This design comes from an exercise in tuning for a short achievable clock period and few clock cycles on the open sky130 flow, not from production work. In this exercise RTL edits were held to simulation tests only and were not proved equivalent to the original. The clock port is modelled as an ideal driver; clocking choices that lean on that would not hold on a real chip. Power figures rest on the tool's default switching activity, not on a simulated workload.

==> design/flow/design.v <==
module Mux32(input s, input [31:0] a, input [31:0] b, output [31:0] y);
    assign y = s ? a : b;
endmodule
module AddrMux(input sel_m, sel_r, input [31:0] m, r, n, output [31:0] y);
    assign y = sel_m ? m : (sel_r ? r : n);
endmodule
module NfaSel(input sel_b, c, s, input [13:0] h, hp, hm, input [15:0] lo,
              input [1:0] l2, input [31:0] nb, output [31:0] y);
    wire [13:0] b1 = s ? h : hp;
    wire [13:0] b0 = s ? hm : h;
    assign y = sel_b ? {c ? b1 : b0, lo, l2} : nb;
endmodule
module ALU(
    input [31:0] ra, rb,         
    input [31:0] fwd,            
    input fa, fb,                
    input [31:0] pass,
    input shv,                   
    input [4:0] sh,
    input inv,
    input [3:0] lut,             
    input s_sum, s_slt, s_lu, s_sll, s_srl, s_pass,
    output [31:0] res,
    output [31:0] sum,
    output eq
);
    wire [31:0] fwdb = fwd ^ {32{inv}};
    Add32F add (.ra(ra), .rb(rb), .fwda(fwd), .fwdb(fwdb), .fa(fa), .fb(fb), .cin(inv), .s(sum));
    wire a31 = fa ? fwd[31] : ra[31];
    wire b31 = fb ? fwdb[31] : rb[31];
    wire lt = (a31 ^ ~b31) ? a31 : sum[31];
    Eq32F cmp (.ra(ra), .rb(rb), .fwd(fwd), .fa(fa), .fb(fb), .eq(eq));
    wire [31:0] lu, sl, sr;
    Logic32F lg (.ra(ra), .rb(rb), .fwd(fwd), .fa(fa), .fb(fb), .lut(lut), .y(lu));
    Shift32F shf (.ra(ra[4:0]), .rb(rb), .fwd(fwd), .fa(fa), .fb(fb), .shv(shv), .sh(sh),
                  .sl(sl), .sr(sr));
    assign res = ({32{s_sum}} & sum)
               | ({32{s_slt}} & {31'd0, lt})
               | ({32{s_lu}}  & lu)
               | ({32{s_sll}} & sl)
               | ({32{s_srl}} & sr)
               | ({32{s_pass}} & pass);
endmodule
module Add32F(input [31:0] ra, rb, fwda, fwdb, input fa, fb, cin, output [31:0] s);
    wire [31:0] a = fa ? fwda : ra;
    wire [31:0] b = fb ? fwdb : rb;
    assign s = a + b + {31'd0, cin};
endmodule
module Eq32F(input [31:0] ra, rb, fwd, input fa, fb, output eq);
    wire [31:0] a = fa ? fwd : ra;
    wire [31:0] b = fb ? fwd : rb;
    assign eq = (a == b);
endmodule
module Logic32F(input [31:0] ra, rb, fwd, input fa, fb, input [3:0] lut, output [31:0] y);
    wire [31:0] a = fa ? fwd : ra;
    wire [31:0] b = fb ? fwd : rb;
    assign y = ({32{lut[3]}} & a & b) | ({32{lut[2]}} & a & ~b) |
               ({32{lut[1]}} & ~a & b) | ({32{lut[0]}} & ~a & ~b);
endmodule
module Shift32F(input [4:0] ra, input [31:0] rb, fwd, input fa, fb, shv, input [4:0] sh,
                output [31:0] sl, sr);
    wire [4:0] amt = shv ? (fa ? fwd[4:0] : ra) : sh;
    wire [31:0] b = fb ? fwd : rb;
    assign sl = b << amt;
    assign sr = b >> amt;
endmodule
module Regs(
    input clk, rst, we,
    input [31:0] ra, rb,
    input [4:0] wa,
    input [31:0] wd,
    output [31:0] qa, qb
);
    reg [32*32-1:32] r;      
    reg [31:1] w;            
    wire [32*32-1:0] pa, pb;     
    assign pa[31:0] = 32'd0;
    assign pb[31:0] = 32'd0;
    genvar i;
    generate
        for (i = 1; i < 32; i = i + 1) begin : g
            assign pa[i*32 +: 32] = {32{ra[i] & w[i]}} & r[i*32 +: 32];
            assign pb[i*32 +: 32] = {32{rb[i] & w[i]}} & r[i*32 +: 32];
            always @(posedge clk or posedge rst) begin
                if (rst) w[i] <= 1'b0;
                else if (we && wa == i) w[i] <= 1'b1;
            end
            always @(posedge clk) begin
                if (we && wa == i) r[i*32 +: 32] <= wd;
            end
        end
    endgenerate
    OrTree32 ta (.x(pa), .y(qa));
    OrTree32 tb (.x(pb), .y(qb));
endmodule
module OrTree32(input [32*32-1:0] x, output [31:0] y);
    integer j;
    reg [31:0] acc;
    always @* begin
        acc = 32'd0;
        for (j = 0; j < 32; j = j + 1) acc = acc | x[j*32 +: 32];
    end
    assign y = acc;
endmodule
module BrLo(input [15:0] a, input [15:0] b, output [16:0] s);
    assign s = {1'b0, a} + {1'b0, b} + 17'd1;
endmodule
module BrHi(input [13:0] h, output [13:0] hp, output [13:0] hm);
    assign hp = h + 14'd1;
    assign hm = h - 14'd1;
endmodule
module Inc4(input [31:0] a, output [31:0] y);
    assign y = a + 32'd4;
endmodule
module MCPU(
    input clk,
    input reset,
    input [31:0] Data_in,
    output mem_w,
    output [31:0] Data_out,
    output [31:0] Addr_out
);
    reg [31:0] nfa;          
    reg [31:0] ras;          
    reg [31:0] jlast;        
    reg        fd_v;
    reg [31:0] fd_ir;
    reg [31:0] fd_rs_oh, fd_rt_oh;   
    reg [31:0] fd_pc4;
    reg        fd_redir;     
    reg [31:0] fd_tgt;
    reg        de_v;
    reg [31:0] de_a, de_b, de_imm, de_sd;
    reg        de_fa, de_fb, de_fs;
    reg        de_inv;       
    reg [3:0]  de_lut;       
    reg        de_s_sum, de_s_slt, de_s_lu, de_s_sll, de_s_srl, de_s_pass;
    reg        de_shv, de_rt0;
    reg [4:0]  de_sh;
    reg [4:0]  de_rd;
    reg        de_wr, de_load, de_store, de_br, de_bne, de_pt, de_jr, de_jalr;
    reg [31:0] de_pred, de_alt;
    reg        em_v;
    reg        em_mem;       
    reg        em_st;        
    reg [31:0] em_res, em_sd;
    reg [4:0]  em_rd;
    reg        em_wr, em_load, em_jalr;
    reg        em_redir;     
    reg [31:0] em_tgt;
    reg        mw_we;
    reg [4:0]  mw_rd;
    reg [31:0] mw_res;
    reg em_redir_c, em_redir_p, em_mem_p;
    wire [31:0] fetch_addr, fetch_addr_c;
    Mux32 fam (.s(em_redir), .a(em_tgt), .b(nfa), .y(fetch_addr));
    Mux32 fac (.s(em_redir_c), .a(em_tgt), .b(nfa), .y(fetch_addr_c));
    wire [31:0] f_pc4;
    Inc4 finc (.a(fetch_addr), .y(f_pc4));
    wire port_busy = em_mem;
    AddrMux amx (.sel_m(em_mem_p), .sel_r(em_redir_p), .m(em_res), .r(em_tgt), .n(nfa), .y(Addr_out));
    assign mem_w = em_st;
    assign Data_out = em_sd;
    localparam IC_B = 6;
    localparam IC_N = 1 << IC_B;
    reg [31:0]        ic_data [0:IC_N-1];
    reg [16:0]        ic_blo  [0:IC_N-1];
    reg [15-IC_B:0]   ic_tag  [0:IC_N-1];
    reg [IC_N-1:0]    ic_val;
    wire [IC_B-1:0]   ic_idx = fetch_addr_c[IC_B+1:2];
    wire              ic_hit = ic_val[ic_idx] & (ic_tag[ic_idx] == fetch_addr_c[17:IC_B+2]);
    wire              f_ok = ~port_busy | ic_hit;
    wire [31:0]       f_ir = port_busy ? ic_data[ic_idx] : Data_in;
    wire [5:0]  f_op = f_ir[31:26];
    wire [5:0]  f_fn = f_ir[5:0];
    wire        f_j  = (f_op == 6'h02) | (f_op == 6'h03);
    wire        f_br = (f_op == 6'h04) | (f_op == 6'h05);
    wire        f_jr = (f_op == 6'h00) & (f_fn == 6'h08);
    wire        f_jalr = (f_op == 6'h00) & (f_fn == 6'h09);
    wire        f_same = (f_ir[25:21] == f_ir[20:16]);
    wire        f_brt = f_same ? ~f_op[0] : (f_ir[15] | f_op[0]);
    wire [16:0] f_blo_m;
    BrLo fblo (.a(fetch_addr[17:2]), .b(Data_in[15:0]), .s(f_blo_m));
    wire [16:0] f_blo = port_busy ? ic_blo[ic_idx] : f_blo_m;
    wire [13:0] f_hi  = fetch_addr[31:18];
    wire [13:0] f_hip, f_him;
    BrHi fbhi (.h(f_hi), .hp(f_hip), .hm(f_him));
    wire [13:0] f_bhi1 = f_ir[15] ? f_hi : f_hip;      
    wire [13:0] f_bhi0 = f_ir[15] ? f_him : f_hi;      
    wire [31:0] f_btgt = {f_blo[16] ? f_bhi1 : f_bhi0, f_blo[15:0], fetch_addr[1:0]};
    wire [31:0] f_jtgt = {f_pc4[31:28], f_ir[25:0], 2'b00};
    wire        f_redir = f_j | (f_br & f_brt) | f_jr | f_jalr;
    wire [31:0] f_tgt_nb = f_jr ? ras : (f_jalr ? jlast : f_jtgt);
    wire [31:0] f_tgt = f_br ? f_btgt : f_tgt_nb;
    reg               fl_v;
    reg [15:0]        fl_a;            
    reg [31:0]        fl_data;
    reg [16:0]        fl_blo;
    wire              st_mem = em_st & (em_res[31:14] == 18'd0);
    wire [IC_B-1:0]   st_idx = em_res[IC_B+1:2];
    wire [IC_B-1:0]   fl_idx = fl_a[IC_B-1:0];
    wire              fl_ok = fl_v & ~(st_mem & (em_res[13:2] == fl_a[11:0]));
    genvar k;
    generate
        for (k = 0; k < IC_N; k = k + 1) begin : icv
            always @(posedge clk or posedge reset) begin
                if (reset) ic_val[k] <= 1'b0;
                else if (fl_v && fl_idx == k) ic_val[k] <= fl_ok;
                else if (st_mem && st_idx == k && ic_tag[k][11-IC_B:0] == em_res[13:IC_B+2])
                    ic_val[k] <= 1'b0;
            end
        end
    endgenerate
    always @(posedge clk) begin
        if (fl_v) begin
            ic_data[fl_idx] <= fl_data;
            ic_blo[fl_idx] <= fl_blo;
            ic_tag[fl_idx] <= fl_a[15:IC_B];
        end
    end
    wire [5:0] op = fd_ir[31:26];
    wire [5:0] fn = fd_ir[5:0];
    wire [4:0] rs = fd_ir[25:21];
    wire [4:0] rt = fd_ir[20:16];
    wire [4:0] rd = fd_ir[15:11];
    wire [15:0] imm = fd_ir[15:0];
    wire [31:0] sx = {{16{imm[15]}}, imm};
    wire [31:0] zx = {16'd0, imm};
    wire isR    = (op == 6'h00);
    wire r_add  = isR & ((fn == 6'h20) | (fn == 6'h21));
    wire r_sub  = isR & ((fn == 6'h22) | (fn == 6'h23));
    wire r_and  = isR & (fn == 6'h24);
    wire r_or   = isR & (fn == 6'h25);
    wire r_xor  = isR & (fn == 6'h26);
    wire r_nor  = isR & (fn == 6'h27);
    wire r_slt  = isR & (fn == 6'h2a);
    wire r_sll  = isR & (fn == 6'h00);
    wire r_srl  = isR & (fn == 6'h02);
    wire r_sllv = isR & (fn == 6'h04);
    wire r_srlv = isR & (fn == 6'h06);
    wire r_jr   = isR & (fn == 6'h08);
    wire r_jalr = isR & (fn == 6'h09);
    wire r_known = r_add | r_sub | r_and | r_or | r_xor | r_nor | r_slt |
                   r_sll | r_srl | r_sllv | r_srlv | r_jr | r_jalr;
    wire r_other = isR & ~r_known;      
    wire i_addi = (op == 6'h08);
    wire i_slti = (op == 6'h0a);
    wire i_andi = (op == 6'h0c);
    wire i_ori  = (op == 6'h0d);
    wire i_xori = (op == 6'h0e);
    wire i_lui  = (op == 6'h0f);
    wire i_lw   = (op == 6'h23);
    wire i_sw   = (op == 6'h2b);
    wire i_beq  = (op == 6'h04);
    wire i_bne  = (op == 6'h05);
    wire i_jal  = (op == 6'h03);
    wire link   = i_jal | r_jalr;
    wire wr_rd  = isR & ~r_jr & ~r_jalr;
    wire wr_rt  = i_addi | i_slti | i_andi | i_ori | i_xori | i_lui | i_lw;
    wire [4:0] dest = link ? 5'd31 : (wr_rd ? rd : rt);
    wire d_wr   = (link | wr_rd | wr_rt) & (dest != 5'd0);
    wire use_rs = (isR & ~r_sll & ~r_srl) | i_addi | i_slti | i_andi | i_ori | i_xori |
                  i_lw | i_sw | i_beq | i_bne;
    wire use_rt = isR | i_sw | i_beq | i_bne;
    wire use_imm = i_addi | i_slti | i_andi | i_ori | i_xori | i_lw | i_sw;
    wire imm_zx = i_andi | i_ori | i_xori;
    wire d_inv  = r_sub | r_slt | i_slti;
    wire [31:0] rf_a, rf_b;
    wire m_we = em_v & em_wr;
    wire [31:0] m_wd = em_load ? Data_in : em_res;
    Regs regs (.clk(clk), .rst(reset), .we(mw_we), .ra(fd_rs_oh), .rb(fd_rt_oh), .wa(mw_rd),
               .wd(mw_res), .qa(rf_a), .qb(rf_b));
    wire [31:0] rs_w = (mw_we && mw_rd == rs) ? mw_res : rf_a;
    wire [31:0] rt_w = (mw_we && mw_rd == rt) ? mw_res : rf_b;
    wire [31:0] rs_val = (m_we && em_rd == rs) ? m_wd : rs_w;
    wire [31:0] rt_val = (m_we && em_rd == rt) ? m_wd : rt_w;
    wire [31:0] d_b = use_imm ? (imm_zx ? zx : sx) : rt_val;
    wire e_wr_rs = de_v & de_wr & (de_rd == rs);
    wire e_wr_rt = de_v & de_wr & (de_rd == rt);
    wire d_stall = fd_v & de_v & de_load & ((use_rs & e_wr_rs) | (use_rt & e_wr_rt));
    wire [31:0] fa = de_fa ? em_res : de_a;
    wire [31:0] fs = de_fs ? em_res : de_sd;
    wire [31:0] e_res, e_sum;
    wire e_eq;
    ALU alu (.ra(de_a), .rb(de_b), .fwd(em_res), .fa(de_fa), .fb(de_fb), .pass(de_imm),
             .shv(de_shv), .sh(de_sh), .inv(de_inv), .lut(de_lut),
             .s_sum(de_s_sum), .s_slt(de_s_slt), .s_lu(de_s_lu), .s_sll(de_s_sll),
             .s_srl(de_s_srl), .s_pass(de_s_pass),
             .res(e_res), .sum(e_sum), .eq(e_eq));
    wire e_taken = de_bne ? ~e_eq : e_eq;
    wire e_misp = de_v & ((de_br & (e_taken != de_pt)) | (de_jr & ~(de_rt0 & (fa == de_pred))));
    wire f_take = f_ok & ~d_stall;
    wire f_sel_b = f_take & f_br & f_brt;
    wire [31:0] nfa_nb = ~f_take ? fetch_addr : (f_redir ? f_tgt_nb : f_pc4);
    wire [31:0] nfa_next;
    NfaSel nsel (.sel_b(f_sel_b), .c(f_blo[16]), .s(f_ir[15]), .h(f_hi), .hp(f_hip), .hm(f_him),
                 .lo(f_blo[15:0]), .l2(fetch_addr[1:0]), .nb(nfa_nb), .y(nfa_next));
    always @(posedge clk or posedge reset) begin
        if (reset) begin
            nfa <= 32'd0;
            ras <= 32'd0;
            jlast <= 32'd0;
            fd_v <= 1'b0;
            de_v <= 1'b0;
            em_v <= 1'b0;
            em_mem <= 1'b0;
            em_st <= 1'b0;
            em_redir <= 1'b0;
            mw_we <= 1'b0;
            fl_v <= 1'b0;
        end else begin
            if (~d_stall) fd_v <= f_ok & ~e_misp;
            nfa <= nfa_next;
            de_v <= fd_v & ~d_stall & ~e_misp;
            em_v <= de_v;
            em_mem <= de_v & (de_load | de_store);
            em_st <= de_v & de_store;
            em_redir <= e_misp;
            mw_we <= m_we;
            fl_v <= ~port_busy;
            if (fd_v & ~d_stall & link) ras <= fd_pc4;
            if (em_v & em_jalr) jlast <= em_tgt;
        end
    end
    always @(posedge clk) begin
        if (~d_stall) begin
            fd_ir <= f_ir;
            fd_rs_oh <= 32'd1 << f_ir[25:21];
            fd_rt_oh <= 32'd1 << f_ir[20:16];
            fd_pc4 <= f_pc4;
            fd_redir <= f_redir;
            fd_tgt <= f_tgt;
        end
        fl_a <= fetch_addr[17:2];
        em_redir_c <= e_misp;
        em_redir_p <= e_misp;
        em_mem_p <= de_v & (de_load | de_store);
        fl_data <= Data_in;
        fl_blo <= f_blo_m;
        de_a <= rs_val;
        de_b <= d_inv ? ~d_b : d_b;
        de_fa <= e_wr_rs;
        de_fb <= e_wr_rt & ~use_imm;
        de_sd <= rt_val;
        de_fs <= e_wr_rt;
        de_imm <= i_lui ? {imm, 16'd0} : fd_pc4;
        de_inv <= d_inv;
        de_lut <= (r_and | i_andi) ? 4'b1000 :
                  (r_or  | i_ori ) ? 4'b1110 :
                  (r_xor | i_xori) ? 4'b0110 : 4'b0001;
        de_s_sum <= r_add | r_sub | r_other | i_addi | i_lw | i_sw;
        de_s_slt <= r_slt | i_slti;
        de_s_lu <= r_and | i_andi | r_or | i_ori | r_xor | i_xori | r_nor;
        de_s_sll <= r_sll | r_sllv;
        de_s_srl <= r_srl | r_srlv;
        de_s_pass <= i_lui | link;
        de_shv <= r_sllv | r_srlv;
        de_sh <= fd_ir[10:6];
        de_rd <= dest;
        de_wr <= d_wr;
        de_load <= i_lw;
        de_store <= i_sw;
        de_br <= i_beq | i_bne;
        de_bne <= i_bne;
        de_pt <= fd_redir;
        de_jr <= r_jr | r_jalr;
        de_jalr <= r_jalr;
        de_rt0 <= (rt == 5'd0);
        de_pred <= fd_redir ? fd_tgt : fd_pc4;
        de_alt <= fd_redir ? fd_pc4 : fd_tgt;
        em_res <= e_res;
        em_sd <= fs;
        em_rd <= de_rd;
        em_wr <= de_wr;
        em_load <= de_load;
        em_jalr <= de_jalr;
        em_tgt <= de_br ? de_alt : (de_rt0 ? fa : e_sum);
        mw_rd <= em_rd;
        mw_res <= m_wd;
    end
endmodule
==> design/flow/flow/run.sh <==
#!/bin/bash
# The standard layout, except that: the port buffers are buf_4 cells
# (not delay cells); timing repair aims for a 6 ns setup margin on the worst
# 5% of endpoints and runs twice more after CTS (flow/post_cts.tcl).
# make's output goes to flow.log; ORFS keeps each step's log under orfs/logs.
set -uo pipefail
bash standard.sh SETUP_SLACK_MARGIN=6 TNS_END_PERCENT=5 \
  "BUFFER_PORTS_ARGS=-buffer_cell sky130_fd_sc_hd__buf_4" \
  POST_CTS_TCL=$PWD/flow/post_cts.tcl finish > flow.log 2>&1
==> design/flow/flow/post_cts.tcl <==
# Extra setup repair after CTS: two more passes, without cell footprint
# matching, then legalize the placement again.
estimate_parasitics -placement
repair_timing -setup -setup_margin 6 -repair_tns 5
repair_timing -setup -setup_margin 6 -repair_tns 5
detailed_placement
check_placement -verbose
estimate_parasitics -placement
puts "post_cts worst slack [worst_slack -max]"
==> design/flow/standard.sh <==
#!/bin/bash
# synth_recipe.tcl (not shown) runs the flow's synth.tcl, then flattens the netlist and writes it again
# the make line also repeats each setting of config.mk as NAME=value (left out here)
make -C /OpenROAD-flow-scripts/flow DESIGN_CONFIG=/design/flow/config.mk WORK_HOME=/design/flow/orfs CLKGATE_MAP_FILE= SYNTH_SCRIPT=/design/flow/synth_recipe.tcl "${@:-finish}"
==> design/flow/config.mk <==
export PLATFORM = sky130hd
export DESIGN_NAME = MCPU
export DESIGN_NICKNAME = MCPU
export VERILOG_FILES = /design/flow/design.v
export SDC_FILE = /design/flow/constraint.sdc
export NUM_CORES = 8
export LEC_CHECK = 0
export CAP_MARGIN = 20
export CORE_MARGIN = 2
export CORE_UTILIZATION = 30
export SLEW_MARGIN = 20
export SYNTH_HIERARCHICAL = 1
==> design/flow/constraint.sdc <==
create_clock -name core_clock -period 10.0 [get_ports {clk}]
set_input_delay 2.0000 -clock core_clock [delete_from_list [all_inputs] [get_ports {clk}]]
set_output_delay 2.0000 -clock core_clock [all_outputs]
set_load 0.01 [all_outputs]
==> run notes <==
-- cell usage in the layout, fill, tap and decap left out, types with 49 or more instances in the layout --
cell type,instances
sky130_fd_sc_hd__clkbuf_16,574
sky130_fd_sc_hd__dfrtp_1,187
sky130_fd_sc_hd__nor2_4,101
sky130_fd_sc_hd__edfxtp_1,4927
sky130_fd_sc_hd__clkinv_2,76
sky130_fd_sc_hd__conb_1,64
sky130_fd_sc_hd__inv_1,100
sky130_fd_sc_hd__clkbuf_1,156
sky130_fd_sc_hd__nor3_1,76
sky130_fd_sc_hd__nand4_1,249
sky130_fd_sc_hd__nand3_1,135
sky130_fd_sc_hd__mux2_2,378
sky130_fd_sc_hd__nor4_1,566
sky130_fd_sc_hd__ha_1,49
sky130_fd_sc_hd__mux4_2,1012
sky130_fd_sc_hd__dfxtp_1,360
sky130_fd_sc_hd__or2_1,64
sky130_fd_sc_hd__a21oi_1,147
sky130_fd_sc_hd__o21ai_0,238
sky130_fd_sc_hd__mux2i_1,762
sky130_fd_sc_hd__a22oi_1,183
sky130_fd_sc_hd__nor4_2,72
sky130_fd_sc_hd__clkinv_1,76
sky130_fd_sc_hd__a211oi_1,76
sky130_fd_sc_hd__and3_1,2007
sky130_fd_sc_hd__nand2_1,411
sky130_fd_sc_hd__buf_16,57
sky130_fd_sc_hd__xor2_1,423
sky130_fd_sc_hd__buf_12,62
sky130_fd_sc_hd__xnor2_1,271
sky130_fd_sc_hd__diode_2,73
sky130_fd_sc_hd__nor2_1,250
sky130_fd_sc_hd__mux2_4,89
sky130_fd_sc_hd__buf_4,634
-- worst min path at each step --
stage                          from         endpoint  slack [ps]  cells after the start
floorplan           de_jalr$_DFF_P_  em_jalr$_DFF_P_         310                      0
global placement    de_jalr$_DFF_P_  em_jalr$_DFF_P_         320                      0
detailed placement  de_jalr$_DFF_P_  em_jalr$_DFF_P_         310                      0
global route        de_jalr$_DFF_P_  em_jalr$_DFF_P_         340                      0
finish              de_jalr$_DFF_P_  em_jalr$_DFF_P_         330                      0
-- critical path, stage by stage (launching register included) --
cell and delay (ps):
sky130_fd_sc_hd__dfxtp_4 390, sky130_fd_sc_hd__buf_12 160, sky130_fd_sc_hd__buf_12 140, sky130_fd_sc_hd__mux2_4 400, sky130_fd_sc_hd__buf_6 210, sky130_fd_sc_hd__buf_16 170
sky130_fd_sc_hd__buf_12 160, sky130_fd_sc_hd__mux2i_1 520, sky130_fd_sc_hd__o22ai_1 180, sky130_fd_sc_hd__nor3_1 230, sky130_fd_sc_hd__o311a_1 240, sky130_fd_sc_hd__nor3_1 60
sky130_fd_sc_hd__a221o_1 310, sky130_fd_sc_hd__nor4_4 360, sky130_fd_sc_hd__nand3_4 200, sky130_fd_sc_hd__a21boi_4 220, sky130_fd_sc_hd__nor3b_4 250, sky130_fd_sc_hd__buf_12 170
sky130_fd_sc_hd__buf_12 110, sky130_fd_sc_hd__buf_16 120, sky130_fd_sc_hd__and2b_4 240, sky130_fd_sc_hd__nand2_1 90, sky130_fd_sc_hd__o221ai_2 60
-- registers in the layout, indices dropped and copies added, names as in the netlist, 64 cells and up --
name,flops
regs.r,992
ic_tag,640
ic_blo,1088
ic_val,64
ic_data,2048
-- where the power goes --
part           switching (mW)  internal (mW)
registers                2.30           28.6
clock network            9.34           11.6
logic                    15.7           9.61
-- layout make-up --
type | instances | area, µm²
clock inverters | 263 | 2810
inverters | 109 | 442
repair inverters | 1 | 8.76
clock buffers | 742 | 15000
fillers | 76400 | 529000
repair buffers | 850 | 9470
flip-flops and latches | 5559 | 162000
multi-input cells | 8494 | 79100
well taps | 10800 | 13500
diodes | 73 | 183
-- per-layer routing --
metal	wire length (µm)	up-vias	global-route usage, %
met5	490	-	0
met4	58300	64	10.9
met3	125000	2512	6.72
met2	408000	12200	32.8
met1	345000	82400	28.5
li1	-	61700	-
-- per-stage QoR --
stage,instances,total power [mW],hold slack [ps]
global placement,25600,53.0,319
global route,26800,78.8,335
floorplan,15200,43.8,310
finish,26900,77.2,329
detailed placement,25600,53.2,313
==> run notes <==
Cell Rows=331; type of destination of the critical path=flip-flop; Worst Setup SP=em_redir_c$_DFF_P_; upper clock frequency limit=195 MHz; Setup WS post-layout=4870 ps; initial antenna violation count=105; Critical Path Fanout Max=12; total vias in the final route=159k; core region area=811,000 µm²; Routed WL per cell=34.8 µm; Die ar.=820,000 µm²; setup slack of the worst register-to-register path=4870 ps; via-per-instance ratio=5.90; summed instance area of the synthesized netlist=244,000 µm²; arrival time of data at the critical path endpoint=6140 ps; Layout Cell Area excl Fill=282,000 µm²; Reg-to-Reg Start=em_redir_c$_DFF_P_; reg2reg path depth=22; # DRC=0; count of mapped cells out of synthesis=15.2k; clock tree from TritonCTS=built; total placed instance area=258,000 µm²; Post-DRT Antenna Nets=0; Power Dens Cells=273 nW/µm²; Nets=15.7k; I/O pin count=99; Iter 0 DRT Violations=27.9k; maximum number of pins on one net before global-route repair=66; Max Cap Viol=0; Pins Over Slew Limit=0; Die X=905 µm; count of endpoints failing setup in the final report=0; clock skew=82.5 ps; area grow syn2layout=15.8%; total number of yosys warnings=9; Critical Setup Path Class=flip-flop to flip-flop; Finished Core Util=34.8%; synthesized area divided by synthesized cell count=16.1 µm²; pre-CTS setup slack=2290 ps; overall overflow remaining after global route=0; clock latency on the worst-skew pair=1160 ps; post-CTS clock slew at the launch and capture registers of the worst setup and hold paths=70 ps; required time of the critical path=11,010 ps; clock net sink count=5,559; wire length of the first global-routing pass=1,260,000 µm; total global-route track usage=21.8%; first-pass iteration count of the detailed router=12; summed negative setup slack over all endpoints=0 ps; fin crit period=5130 ps; Vert. Die Dim=905 µm; detailed placer's ending HPWL=537,000 µm; static leakage=99.8 nW; Worst R2R End=nfa[27]$_DFF_PP0_; Port Buffer Count=98; DRT Wirelength=936,000 µm; effective utilization at floorplan=30.1%; largest voltage drop on the vdd net=210 µV; share of cells above drive strength 1=23.1%; status=finished clean; global placer's final weighted congestion=0.950; type of the worst min-delay path=flip-flop to flip-flop; via count of the first global-routing pass=150k; endpoints failing hold=0; RSZ-0062 raised after global routing=true; part of the cycle the worst path needs=51.3%; worst rel slew slack=12.8%; Worst setup endpoint=nfa[27]$_DFF_PP0_; Least-Margin Pin Slew=1300 ps; startpoint types=flip-flop
Testbench counts, summed over its fixed seeds: cycles 164,984.

==> what the ideal ports hide <==
The flow's constraints put no driver on any port. The routed layout listed below was extracted and timed again, unchanged, in two steps.
Step 1 (the two cells are an assumption about what drives the block):
set clk [get_ports {clk}]
set_driving_cell -lib_cell sky130_fd_sc_hd__clkbuf_16 $clk
set_driving_cell -lib_cell sky130_fd_sc_hd__buf_2 [delete_from_list [all_inputs] $clk]
Step 2 also shifts input and output timing later by t, the mid clock arrival at the registers, as if the neighbouring blocks saw the same clock.
Three values: no drivers, after step 1, after step 2; two values: the first two.
t, ns: 1.248
setup WS [ns]: 4.871 / 4.860 / 4.018
worst setup path at the end: input to register
After both steps setup and hold are still met in this run. The setup slack of this run moves by -0.011 ns with the drivers and by -0.853 ns with both steps.
